From an optimization exercise on the open Yosys and OpenROAD flow, aimed at small area, a short achievable clock period and few clock cycles per item; shortcuts taken in it are not production practice. The RTL was checked by simulation tests, not by an equivalence proof against the original design.

==> flow/design.v <==
module ysyx_22040228divider (
    input        wire                                       clk               ,
    input        wire                                       rst               ,
    input        wire    [63:0]                             diviser           ,
    input        wire    [63:0]                             dividend          ,
    input        wire    [7 :0]                             inst_opcode       ,
    input        wire                                       div_ready         ,
    output       wire    [63:0]                             div_rem_data      ,
    output       wire                                       div_finish
);
localparam [2:0] S_IDLE = 3'd0,
                 S_CHK  = 3'd1,
                 S_RUN  = 3'd2,
                 S_FIX  = 3'd3,
                 S_DONE = 3'd4;
reg     [2:0]    st       ;
reg              finish   ;
reg     [63:0]   R        ;    
reg     [71:0]   D        ;    
reg     [63:0]   Q        ;    
reg     [6:0]    t        ;    
reg              aln      ;    
reg              wrd      ;    
reg              rem      ;    
reg              aneg     ;    
reg              bneg     ;    
reg              nfin     ;    
wire op_div   = (inst_opcode == 8'b10000110  );
wire op_divu  = (inst_opcode == 8'b00011010 );
wire op_divw  = (inst_opcode == 8'b01010001 );
wire op_divuw = (inst_opcode == 8'b00100101);
wire op_rem   = (inst_opcode == 8'b11000001  );
wire op_remu  = (inst_opcode == 8'b10000101 );
wire op_remw  = (inst_opcode == 8'b00010011 );
wire op_remuw = (inst_opcode == 8'b01000011);
wire i_sgn  = op_div | op_divw | op_rem | op_remw ;
wire i_wrd  = op_divw | op_divuw | op_remw | op_remuw ;
wire i_rem  = op_rem | op_remu | op_remw | op_remuw ;
wire i_aneg = i_sgn & (i_wrd ? dividend[31] : dividend[63]) ;
wire i_bneg = i_sgn & (i_wrd ? diviser[31]  : diviser[63] ) ;
wire [63:0] a_mag = {(i_wrd ? 32'b0 : (dividend[63:32] ^ {32{i_aneg}})), dividend[31:0] ^ {32{i_aneg}}} ;
wire [63:0] b_mag = {(i_wrd ? 32'b0 : (diviser[63:32]  ^ {32{i_bneg}})), diviser[31:0]  ^ {32{i_bneg}}} ;
reg [63:0] H ;
reg [63:0] hl ;
integer k, l ;
always @(*) begin
    H = R ;
    for (l = 0; l < 6; l = l + 1) begin
        hl = H ;
        for (k = 0; k < 64; k = k + 1)
            if (((k >> l) & 1) == 0)
                H[k] = hl[k] | hl[(k | (1 << l)) & ~((1 << l) - 1)] ;
    end
end
wire d_hi  = |D[71:64] ;
wire len_ge = d_hi | (|(D[63:0] & ~{1'b0, H[63:1]})) ;    
wire len_gt = d_hi | (|(D[63:0] & ~H)) ;                  
wire len_g2 = (|D[71:65]) | (|(D[64:1] & ~H)) ;           
wire d_zero = ~(|D) & ~bneg ;                             
wire        force1 = (st == S_FIX) | ((st == S_CHK) & aneg) ;    
wire [63:0] sub_b  = force1 ? 64'b0 : ~D[63:0] ;
wire        sub_ci = force1 | ~bneg ;
wire [65:0] sum    = {1'b0, R, 1'b1} + {1'b0, sub_b, sub_ci} ;    
wire [64:0] sub    = sum[65:1] ;
wire        ge     = sub[64] & ~d_hi ;
wire quick  = d_zero | (aneg ? len_g2 : len_gt) ;
wire run    = (st == S_RUN) | ((st == S_CHK) & ~quick & ~aneg) ;
wire shift8 = run & aln & H[0] & ~len_ge ;                  
wire skip2  = run & ~shift8 & (t != 7'd0) & len_g2 ;        
wire step1  = run & ~shift8 & ~skip2 ;
wire last   = (skip2 & (t == 7'd1)) | (step1 & (t == 7'd0)) ;
wire [63:0] r_step = ge ? sub[63:0] : R ;
wire [63:0] q_next = skip2 ? {Q[61:0], 2'b00} : {Q[62:0], ge} ;
wire [63:0] r_last = (rem ? (skip2 ? R : r_step) : q_next) ^ {64{nfin}} ;
wire idle   = (st == S_IDLE) ;
wire chk_q  = (st == S_CHK) & quick ;
wire chk_n  = (st == S_CHK) & ~quick & aneg ;              
wire grow   = shift8 | (chk_n & ~len_gt) ;                 
wire iter   = step1 | skip2 ;
always @(posedge clk) begin
    if (idle | (chk_n & len_gt))
        D <= {8'b0, b_mag} ;
    else if (grow)
        D <= {D[63:0], {8{bneg}}} ;
    else if (skip2)
        D <= {2'b0, D[71:2]} ;
    else
        D <= {1'b0, D[71:1]} ;
    Q <= iter ? q_next : 64'b0 ;
    if (idle)
        t <= 7'd0 ;
    else if (grow)
        t <= t + 7'd8 ;
    else if (iter)
        t <= t - (skip2 ? 7'd2 : 7'd1) ;
    if (idle) begin
        R    <= a_mag ;
        aln  <= 1'b1 ;
        wrd  <= i_wrd ;
        rem  <= i_rem ;
        aneg <= i_aneg ;
        bneg <= i_bneg ;
        nfin <= i_rem ? i_aneg : (i_aneg ^ i_bneg) ;
    end
    else if (chk_q)
        R <= rem ? dividend : {64{d_zero}} ;
    else if (chk_n | (st == S_FIX))
        R <= sub[63:0] ;
    else if (iter) begin
        R   <= last ? r_last : (skip2 ? R : r_step) ;
        aln <= 1'b0 ;
    end
end
always @(posedge clk) begin
    if (rst == 1'b1) begin
        st     <= S_IDLE ;
        finish <= 1'b0 ;
    end
    else begin
        case (st)
            S_IDLE : begin
                finish <= 1'b0 ;
                if (div_ready)
                    st <= S_CHK ;
            end
            S_FIX : begin
                st     <= S_DONE ;
                finish <= 1'b1 ;
            end
            S_DONE : begin
                st     <= S_IDLE ;
                finish <= 1'b0 ;
            end
            default : begin    
                if (chk_q) begin
                    st     <= S_DONE ;
                    finish <= 1'b1 ;
                end
                else if (iter & last) begin
                    st     <= nfin ? S_FIX : S_DONE ;
                    finish <= ~nfin ;
                end
                else
                    st <= S_RUN ;
            end
        endcase
    end
end
assign div_finish   = finish ;
assign div_rem_data = wrd ? {{32{R[31]}}, R[31:0]} : R ;
endmodule
module ysyx_22040228divunit (
    input        wire                                       clk               ,
    input        wire                                       rst               ,
    input        wire    [63:0]                             op1_i             ,
    input        wire    [63:0]                             op2_i             ,
    input        wire    [7 :0]                             inst_opcode_i     ,
    input        wire                                       div_ready         ,
    output       wire    [63:0]                             div_rem_data      ,
    output       wire                                       div_finish
);
ysyx_22040228divider divider2 (
    .clk              (clk            ) ,
    .rst              (rst            ) ,
    .dividend         (op1_i          ) ,
    .diviser          (op2_i          ) ,
    .inst_opcode      (inst_opcode_i  ) ,
    .div_ready        (div_ready      ) ,
    .div_rem_data     (div_rem_data   ) ,
    .div_finish       (div_finish     )
);
endmodule
==> flow/run.sh <==
#!/bin/bash
# synth_recipe.tcl (not shown) runs the flow's synth.tcl, then flattens the netlist and writes it again
# the make line also repeats each setting of config.mk as NAME=value (left out here)
make -C /OpenROAD-flow-scripts/flow DESIGN_CONFIG=/design/flow/config.mk WORK_HOME=/design/flow/orfs CLKGATE_MAP_FILE= SYNTH_SCRIPT=/design/flow/synth_recipe.tcl finish
==> flow/config.mk <==
export PLATFORM = sky130hd
export DESIGN_NAME = ysyx_22040228divunit
export DESIGN_NICKNAME = ysyx_22040228divunit
export VERILOG_FILES = /design/flow/design.v
export SDC_FILE = /design/flow/constraint.sdc
export NUM_CORES = 4
export LEC_CHECK = 0
export CAP_MARGIN = 20
export CORE_MARGIN = 2
export CORE_UTILIZATION = 40
export PLACE_DENSITY = 0.6
export SLEW_MARGIN = 20
==> flow/constraint.sdc <==
create_clock -name core_clock -period 5.5 [get_ports {clk}]
set_input_delay 1.1000 -clock core_clock [delete_from_list [all_inputs] [get_ports {clk}]]
set_output_delay 1.1000 -clock core_clock [all_outputs]
set_load 0.01 [all_outputs]
==> impl_metrics.env, run 1 <==
export IMPL_drive_above_1_share_pct=9.06
export IMPL_setup_ws_ns=-0.0472
export IMPL_die_h_um=235
export IMPL_fmax_ghz=0.180
export IMPL_hp_start="divider2.Q[32]"
export IMPL_finalHoldViolations=0
export IMPL_cts_hold_buf=0
export IMPL_slowest_delay_ns=0.69
export IMPL_yosys_top_cells_area="dfxtp_1, edfxtp_1, a21oi_1, nand2_1, nor2_1"
export IMPL_area_delta_synth_final_pct=19.4
export IMPL_crit_end="divider2.R[37]"
export IMPL_setup_worst_path_start_class="flop"
export IMPL_place_area_sq_um=24500
export IMPL_finalMaxSlewViolations=0
export IMPL_crit_chain="nor4_1 -> nand4_1 -> buf_4 -> nor2_1 -> a211o_1 -> or3_1 -> or3b_4 -> a2111oi_4 -> buf_4 -> buf_4 -> nand2_2 -> nor3_2 -> buf_4 -> mux2_2 -> a211oi_1 -> o32ai_1 -> buf_4"
export IMPL_clock_tree_buffer_depth=3
export IMPL_antenna_found_initial=3
export IMPL_cpMostUsedCell="buf_4"
export IMPL_arrival_ns=5.98
export IMPL_final_nets=3311
export IMPL_final_cell_area_sq_um=25500
export IMPL_portBuffers=203
export IMPL_synth_cells=2974
export IMPL_endpoint_kind="flop"
export IMPL_ant_nets=0
export IMPL_first_pass_iters=8
export IMPL_routed_wl_mm=99.3
export IMPL_clock_latency_ns=0.61
export IMPL_rsz0062_at_grt="true"
export IMPL_ctsHtreeMaxLevel=1
export IMPL_place_congestion=1.00
export IMPL_grt_use_total_pct=34.2
export IMPL_cp_required_ns=5.94
export IMPL_synth_largest_area_cell="dfxtp_1"
export IMPL_ys_seq_area_share_pct=23.5
export IMPL_netlist_area_leader_share_pct=13.8
export IMPL_rr_worst_depth=17
export IMPL_ios=204
export IMPL_grt_first_pass_wirelength_mm=146
export IMPL_fin_crit_sh_pct=101
export IMPL_ys_ff_latch=216
export IMPL_synthArstFlopShare_pct=0
export IMPL_drv_cap=0
export IMPL_relSlewSlack_pct=31.5
export IMPL_die_x_um=235
export IMPL_critical_path_top_delay_family="simple AND/OR/NAND/NOR gates"
export IMPL_synth_nets=3183
export IMPL_crit_buf_inv=5
export IMPL_hold_class="reg2reg"
export IMPL_fp_row_count=84
export IMPL_yosysMostFrequentCell="nand2_1"
export IMPL_drt_iter0_drc=3013
export IMPL_grt_start_max_net_pins=136
export IMPL_synth_enable_flop_cells=69
export IMPL_tightest_slew_ns=1.03
export IMPL_slowest_stage="edfxtp_1"
export IMPL_vias_per_cell=6.32
export IMPL_cts_made_buffers=28
export IMPL_syn_area_sq_um=21300
export IMPL_dp_hpwl_mm=76.3
export IMPL_initial_core_util_pct=40.5
export IMPL_finalWorstPathRequiredPeriod_ns=5.55
export IMPL_cts_sinks=216
export IMPL_crit_fanout=14
export IMPL_syn_avg_cell_area_sq_um=7.17
export IMPL_grt_ovfl_total=0
export IMPL_die_area_sq_um=55200
export IMPL_diodes=0
export IMPL_crit_start="divider2.R[49]"
export IMPL_cts_tree="built"
export IMPL_wire_per_inst_um=26.0
export IMPL_pre_cts_ws_ns=-0.124
export IMPL_outcome="complete, but fails checks"
export IMPL_r2r_slack_ns=-0.05
export IMPL_clkTransAtPathRegs_ns=0.07
export IMPL_nFillCells=5305
export IMPL_core_area_sq_um=52700
export IMPL_ys_flop_type="dfxtp_1"
export IMPL_drc=0
export IMPL_num_vias=24100
export IMPL_fin_skew_ns=0.0542
export IMPL_synth_commonest_cells="nand2_1, a21oi_1, nor2_1"
export IMPL_setup_violations=1
export IMPL_critPathKind="reg2reg"
export IMPL_reg2reg_to="divider2.R[37]"
export IMPL_violatedChecks="setup timing"
export IMPL_grt_pass1_vias=22400
export IMPL_clock_root_buffer="clkbuf_16"
export IMPL_timing_rr_start="divider2.R[49]"
export IMPL_synth_cell_types=93
export IMPL_ys_warn_count=1
export IMPL_critical_path_cell_count=17
[per-layer routing]
metal  global-route usage (%)  up-vias  routed length [um]
met2                     48.6     1362               40200
met5                        0        -                   4
met3                     7.66      189               10600
met1                     50.4    11500               44800
li1                         -    11000                   -
met4                     11.3        2                3620
[through the flow]
stage | std cells | hold WS, ns | TNS, ns | util (%)
3_5_place_dp | 3758 | 0.452 | -0.194 | 46.4
6_report | 3811 | 0.457 | -0.0472 | 48.4
3_3_place_gp | 3758 | 0.452 | -0.0903 | 46.4
5_1_grt | 3811 | 0.479 | -0.0539 | 48.4
2_1_floorplan | 2974 | 0.432 | 0 | -
4_1_cts | 3809 | 0.460 | 0 | 48.3
[worst min-delay path by stage]
| stage | slack (ns) | end | depth (start not counted) |
|---|---|---|---|
| finish | 0.46 | divider2.Q[34] | 2 |
| global route | 0.48 | divider2.Q[34] | 2 |
| CTS | 0.46 | divider2.Q[9] | 2 |
| detailed placement | 0.45 | divider2.Q[9] | 2 |
| global placement | 0.45 | divider2.Q[34] | 2 |
| floorplan | 0.43 | divider2.Q[2] | 2 |
[final cells by class]
cell class,instances,area [sq um],area share [%]
inverters,92,345,1.36
clock buffers,37,807,3.17
repair buffers,374,3450,13.6
multi-input cells,2390,14900,58.3
flip-flops and latches,216,5010,19.7
well taps,688,861,3.38
clock inverters,14,130,0.511
[placed cells by master (no fill, tap or decap), drive strengths merged, types with 72 or more instances in the layout]
cell	instances
a211oi	72
a21oi	360
buf	171
clkdlybuf4s50	203
dfxtp	147
inv	95
mux2i	115
nand2	364
nand3	77
nor2	312
o21ai	203
xnor2	94
xor2	82
[repair_timing]
action                     in CTS  in global routing
gates resized for setup         3                  5
pin swaps                       0                  3
setup endpoints to repair       6                 80
setup buffers                   0                  2
[state kept, by name (all words and copies together) (netlist names), 3 cells and up]
name and count:
divider2.D 72, divider2.R 64, divider2.Q 63, divider2.t 7
divider2.st 3
[worst reg2reg max path: stages, from the launching register on]
cell and delay [ns]:
edfxtp_1 0.69, nor4_1 0.15, nand4_1 0.25, buf_4 0.20, nor2_1 0.08, a211o_1 0.30, or3_1 0.48, or3b_4 0.48
a2111oi_4 0.61, buf_4 0.27, buf_4 0.25, nand2_2 0.13, nor3_2 0.28, buf_4 0.29, mux2_2 0.24, a211oi_1 0.05
o32ai_1 0.42, buf_4 0.20
[logic make-up (layout without fill, tap and decap cells)]
group,after synthesis,count (layout),synth area share (%)
compound gates,998,998,29.6
xor+xnor,176,176,7.23
fa+ha+maj,70,70,4.18
buf+inv,368,517,7.42
flops,216,216,23.5
mux,130,130,6.19
simple gates,1016,1016,21.9
Testbench counts, summed over its fixed seeds: cycles 39,535, items 3,200.
==> inputs of run 2 (changes only) <==
--- a/flow/design.v
+++ b/flow/design.v
@@ -61,6 +61,23 @@
 wire [63:0] sub_b  = force1 ? 64'b0 : ~D[63:0] ;
 wire        sub_ci = force1 | ~bneg ;
-wire [65:0] sum    = {1'b0, R, 1'b1} + {1'b0, sub_b, sub_ci} ;    
-wire [64:0] sub    = sum[65:1] ;
+reg [63:0] ag, ap, AG, AP, agl, apl ;
+integer m, n ;
+always @(*) begin
+    ag = R & sub_b ;
+    ap = R ^ sub_b ;
+    AG = ag ;
+    AP = ap ;
+    for (n = 0; n < 6; n = n + 1) begin
+        agl = AG ;
+        apl = AP ;
+        for (m = 0; m < 64; m = m + 1)
+            if (((m >> n) & 1) == 1) begin
+                AG[m] = agl[m] | (apl[m] & agl[((m >> n) << n) - 1]) ;
+                AP[m] = apl[m] & apl[((m >> n) << n) - 1] ;
+            end
+    end
+end
+wire [64:0] cy  = {AG | (AP & {64{sub_ci}}), sub_ci} ;    
+wire [64:0] sub = {cy[64], ap ^ cy[63:0]} ;
 wire        ge     = sub[64] & ~d_hi ;
 wire quick  = d_zero | (aneg ? len_g2 : len_gt) ;
@@ -70,7 +87,4 @@
 wire step1  = run & ~shift8 & ~skip2 ;
 wire last   = (skip2 & (t == 7'd1)) | (step1 & (t == 7'd0)) ;
-wire [63:0] r_step = ge ? sub[63:0] : R ;
-wire [63:0] q_next = skip2 ? {Q[61:0], 2'b00} : {Q[62:0], ge} ;
-wire [63:0] r_last = (rem ? (skip2 ? R : r_step) : q_next) ^ {64{nfin}} ;
 wire idle   = (st == S_IDLE) ;
 wire chk_q  = (st == S_CHK) & quick ;
@@ -78,4 +92,9 @@
 wire grow   = shift8 | (chk_n & ~len_gt) ;                 
 wire iter   = step1 | skip2 ;
+wire [63:0] q_next = (skip2 | chk_q) ? {Q[61:0], 2'b00} : {Q[62:0], ge} ;
+wire        fin     = chk_q | (iter & last) ;               
+wire        nf      = chk_q ? (rem ? aneg : d_zero) : nfin ;
+wire        use_sub = chk_n | (st == S_FIX) | (ge & iter & ~(last & ~rem)) ;
+wire [63:0] r_oth   = idle ? a_mag : (fin ? ((rem ? R : q_next) ^ {64{nf}}) : R) ;
 always @(posedge clk) begin
     if (idle | (chk_n & len_gt))
@@ -95,5 +114,4 @@
         t <= t - (skip2 ? 7'd2 : 7'd1) ;
     if (idle) begin
-        R    <= a_mag ;
         aln  <= 1'b1 ;
         wrd  <= i_wrd ;
@@ -103,12 +121,7 @@
         nfin <= i_rem ? i_aneg : (i_aneg ^ i_bneg) ;
     end
-    else if (chk_q)
-        R <= rem ? dividend : {64{d_zero}} ;
-    else if (chk_n | (st == S_FIX))
-        R <= sub[63:0] ;
-    else if (iter) begin
-        R   <= last ? r_last : (skip2 ? R : r_step) ;
+    else if (iter)
         aln <= 1'b0 ;
-    end
+    R <= use_sub ? (sub[63:0] ^ {64{fin & rem & nf}}) : r_oth ;
 end
 always @(posedge clk) begin
--- a/flow/config.mk
+++ b/flow/config.mk
@@ -10,3 +10,4 @@
 export CORE_UTILIZATION = 40
 export PLACE_DENSITY = 0.6
+export SETUP_SLACK_MARGIN = 1.5
 export SLEW_MARGIN = 20
==> impl_metrics.env, run 2 <==
export IMPL_num_vias=19200
export IMPL_core_area_sq_um=44500
export IMPL_fin_skew_ns=0.0392
export IMPL_drt_iter0_drc=2420
export IMPL_yosys_top_cells_area="dfxtp_1, edfxtp_1, xnor2_1, mux2i_1, ha_1"
export IMPL_place_area_sq_um=20800
export IMPL_cts_made_buffers=27
export IMPL_dp_hpwl_mm=53.1
export IMPL_final_cell_area_sq_um=25000
export IMPL_final_cell_mix="clkdlybuf4s50_1, nor2_1, nand2_1, buf_4, xnor2_1"
export IMPL_synthArstFlopShare_pct=0
export IMPL_ys_ff_latch=216
export IMPL_relSlewSlack_pct=37.3
export IMPL_grt_first_pass_wirelength_mm=113
export IMPL_setup_worst_path_start_class="flop"
export IMPL_synth_largest_area_cell="dfxtp_1"
export IMPL_die_area_sq_um=47000
export IMPL_die_x_um=217
export IMPL_clock_latency_ns=0.58
export IMPL_top_register="divider2.D"
export IMPL_clock_tree_buffer_depth=3
export IMPL_hold_class="reg2reg"
export IMPL_outcome="timing/DRC/antenna clean"
export IMPL_synth_cells=2288
export IMPL_antenna_found_initial=1
export IMPL_cts_tree="built"
export IMPL_first_pass_iters=6
export IMPL_final_util_pct=56.1
export IMPL_ys_seq_area_share_pct=27.7
export IMPL_ys_warn_count=1
export IMPL_portBuffers=203
export IMPL_synth_enable_flop_cells=69
export IMPL_top_regs="divider2.D: 72 flops, divider2.R: 64 flops, divider2.Q: 63 flops"
export IMPL_rsz0062_at_grt="true"
export IMPL_clkTransAtPathRegs_ns=0.07
export IMPL_multi_input_area_sq_um=13400
export IMPL_ys_flop_type="dfxtp_1"
export IMPL_ant_nets=0
export IMPL_largest_reg_flops=72
export IMPL_cts_sinks=216
export IMPL_seq_area_sq_um=5020
export IMPL_setup_violations=0
export IMPL_wire_per_inst_um=24.5
export IMPL_grt_use_total_pct=31.3
export IMPL_critPathKind="reg2reg"
export IMPL_fin_crit_sh_pct=77.4
export IMPL_tightest_slew_ns=0.917
export IMPL_drc=0
export IMPL_vias_per_cell=6.06
export IMPL_diodes=0
export IMPL_die_h_um=217
export IMPL_syn_avg_cell_area_sq_um=7.92
export IMPL_syn_area_sq_um=18100
export IMPL_drv_cap=0
export IMPL_synth_commonest_cells="nor2_1, nand2_1, xnor2_1"
export IMPL_grt_pass1_vias=18000
export IMPL_setup_tns_ns=0
export IMPL_arrival_ns=4.64
export IMPL_cts_hold_buf=0
export IMPL_synth_nets=2497
export IMPL_endpoint_kind="flop"
export IMPL_ctsHtreeMaxLevel=1
export IMPL_ios=204
export IMPL_grt_ovfl_total=0
export IMPL_initial_core_util_pct=40.7
export IMPL_final_common_cell="clkdlybuf4s50_1"
export IMPL_nFillCells=3993
export IMPL_netlist_area_leader_share_pct=16.2
export IMPL_clock_root_buffer="clkbuf_16"
export IMPL_drive_above_1_share_pct=20.0
export IMPL_yosysMostFrequentCell="nor2_1"
export IMPL_final_nets=2765
export IMPL_place_congestion=0.957
export IMPL_routed_wl_mm=77.6
export IMPL_crit_fanout=8
export IMPL_finalHoldViolations=0
export IMPL_cp_required_ns=5.88
export IMPL_fp_row_count=77
export IMPL_finalWorstPathRequiredPeriod_ns=4.26
export IMPL_grt_start_max_net_pins=101
export IMPL_area_delta_synth_final_pct=37.9
export IMPL_finalMaxSlewViolations=0
export IMPL_fmax_ghz=0.235
export IMPL_synth_cell_types=81
[run 2: cell types whose count changed in the layout (fill, tap and decap cells not counted), moves of 57 or more]
cell / previous run / this run
a21oi_1: 358 / 145
nand2_1: 362 / 183
nor2_1: 307 / 184
o211ai_1: 30 / 98
xnor2_1: 94 / 162
o21ai_0: 198 / 141
[run 2: repair_timing]
action / 4_1_cts / 5_1_grt
buffers inserted: 120 / 30
pin swaps: 61 / 45
gates cloned: 18 / 6
gates resized for setup: 193 / 134
hold endpoints to repair: 0 / 0
setup endpoints to repair: 275 / 203
[run 2: area by class of cell]
type / instances / share of cell area, %
multi-input combinational: 1775 / 53.6
clock buffer: 39 / 3.21
inverter: 97 / 1.51
sequential: 216 / 20.1
timing repair buffer: 439 / 18.3
tap: 592 / 2.96
clock inverter: 11 / 0.321
[run 2: cells by family (layout without fill, tap and decap cells)]
group | Yosys count | count (layout) | share of synthesized area, %
adder cells (fa/ha/maj) | 70 | 70 | 4.92
XOR/XNOR | 257 | 257 | 12.7
AO/OA/AOI/OAI | 673 | 675 | 24.1
multiplexers | 125 | 125 | 6.95
buffers and inverters | 303 | 586 | 7.23
flip-flops | 216 | 216 | 27.7
AND/OR/NAND/NOR | 644 | 648 | 16.4
[run 2: stage by stage]
stage               hold slack, ns  cells  setup WS, ns
floorplan                    0.431   2288          1.40
global route                 0.502   3169          1.17
CTS                          0.462   3133          1.37
finish                       0.468   3169          1.24
global placement             0.443   2945         0.427
detailed placement           0.453   2945         0.269
[run 2: final timing paths]
path                               startpoint        endpoint  slack (ns)  cells after the start
worst max-delay path            divider2.aneg  divider2.R[14]        1.24                     21
worst min register to register   divider2.aln    divider2.aln        0.47                      2
worst min-delay path             divider2.aln    divider2.aln        0.47                      2
worst max register to register  divider2.aneg  divider2.R[14]        1.24                     21
[run 2: worst max-delay path, cell delays in order, from the launching register on]
cell and delay [ns]:
edfxtp_1 0.41, nor2_4 0.07, nor2_4 0.15, buf_6 0.13, buf_12 0.14, nor2_4 0.04, ha_4 0.28, and4_1 0.22
nand4_1 0.21, buf_4 0.23, nor3_4 0.18, nor2_2 0.07, o31a_1 0.28, a31oi_4 0.18, a41oi_4 0.18, buf_6 0.17
o32a_1 0.33, buf_6 0.15, nand2_8 0.15, buf_12 0.17, mux2i_1 0.08, a221oi_1 0.23
[run 2: routing by layer]
metal	part of all wire [%]	global-route usage [%]
met3	9.2	5.28
met1	45	46.5
met2	42	45.8
met5	0.017	0
met4	3.5	9.75
Testbench counts of run 2, summed over its fixed seeds: cycles 39,535, items 3,200.

==> separate check: timing with driven ports <==
Ports are ideal in the flow. The routed layouts listed here were re-timed in OpenROAD. Step 1 assumes that a clkbuf_16 drives the clock port and a buf_2 every other input. Step 2 moves the port delays by t, midway between the first and last clock arrival at a register: inputs arrive t later, outputs are due t later. That takes back most of the time a late clock gives input paths. a / b / c = ideal ports / drivers / drivers and shift; a / b = the first two.
| run | t (ns) | setup slack, ns | worst setup path after step 2 |
|---|---|---|---|
| run 1 | 0.649 | -0.047 / -0.047 / -0.047 | register to register |
| run 2 | 0.619 | 1.241 / 1.241 / 1.167 | input to register |
For run 2, which loses most, drivers alone change the setup slack by 0.000 ns; drivers and shift together by -0.074 ns.
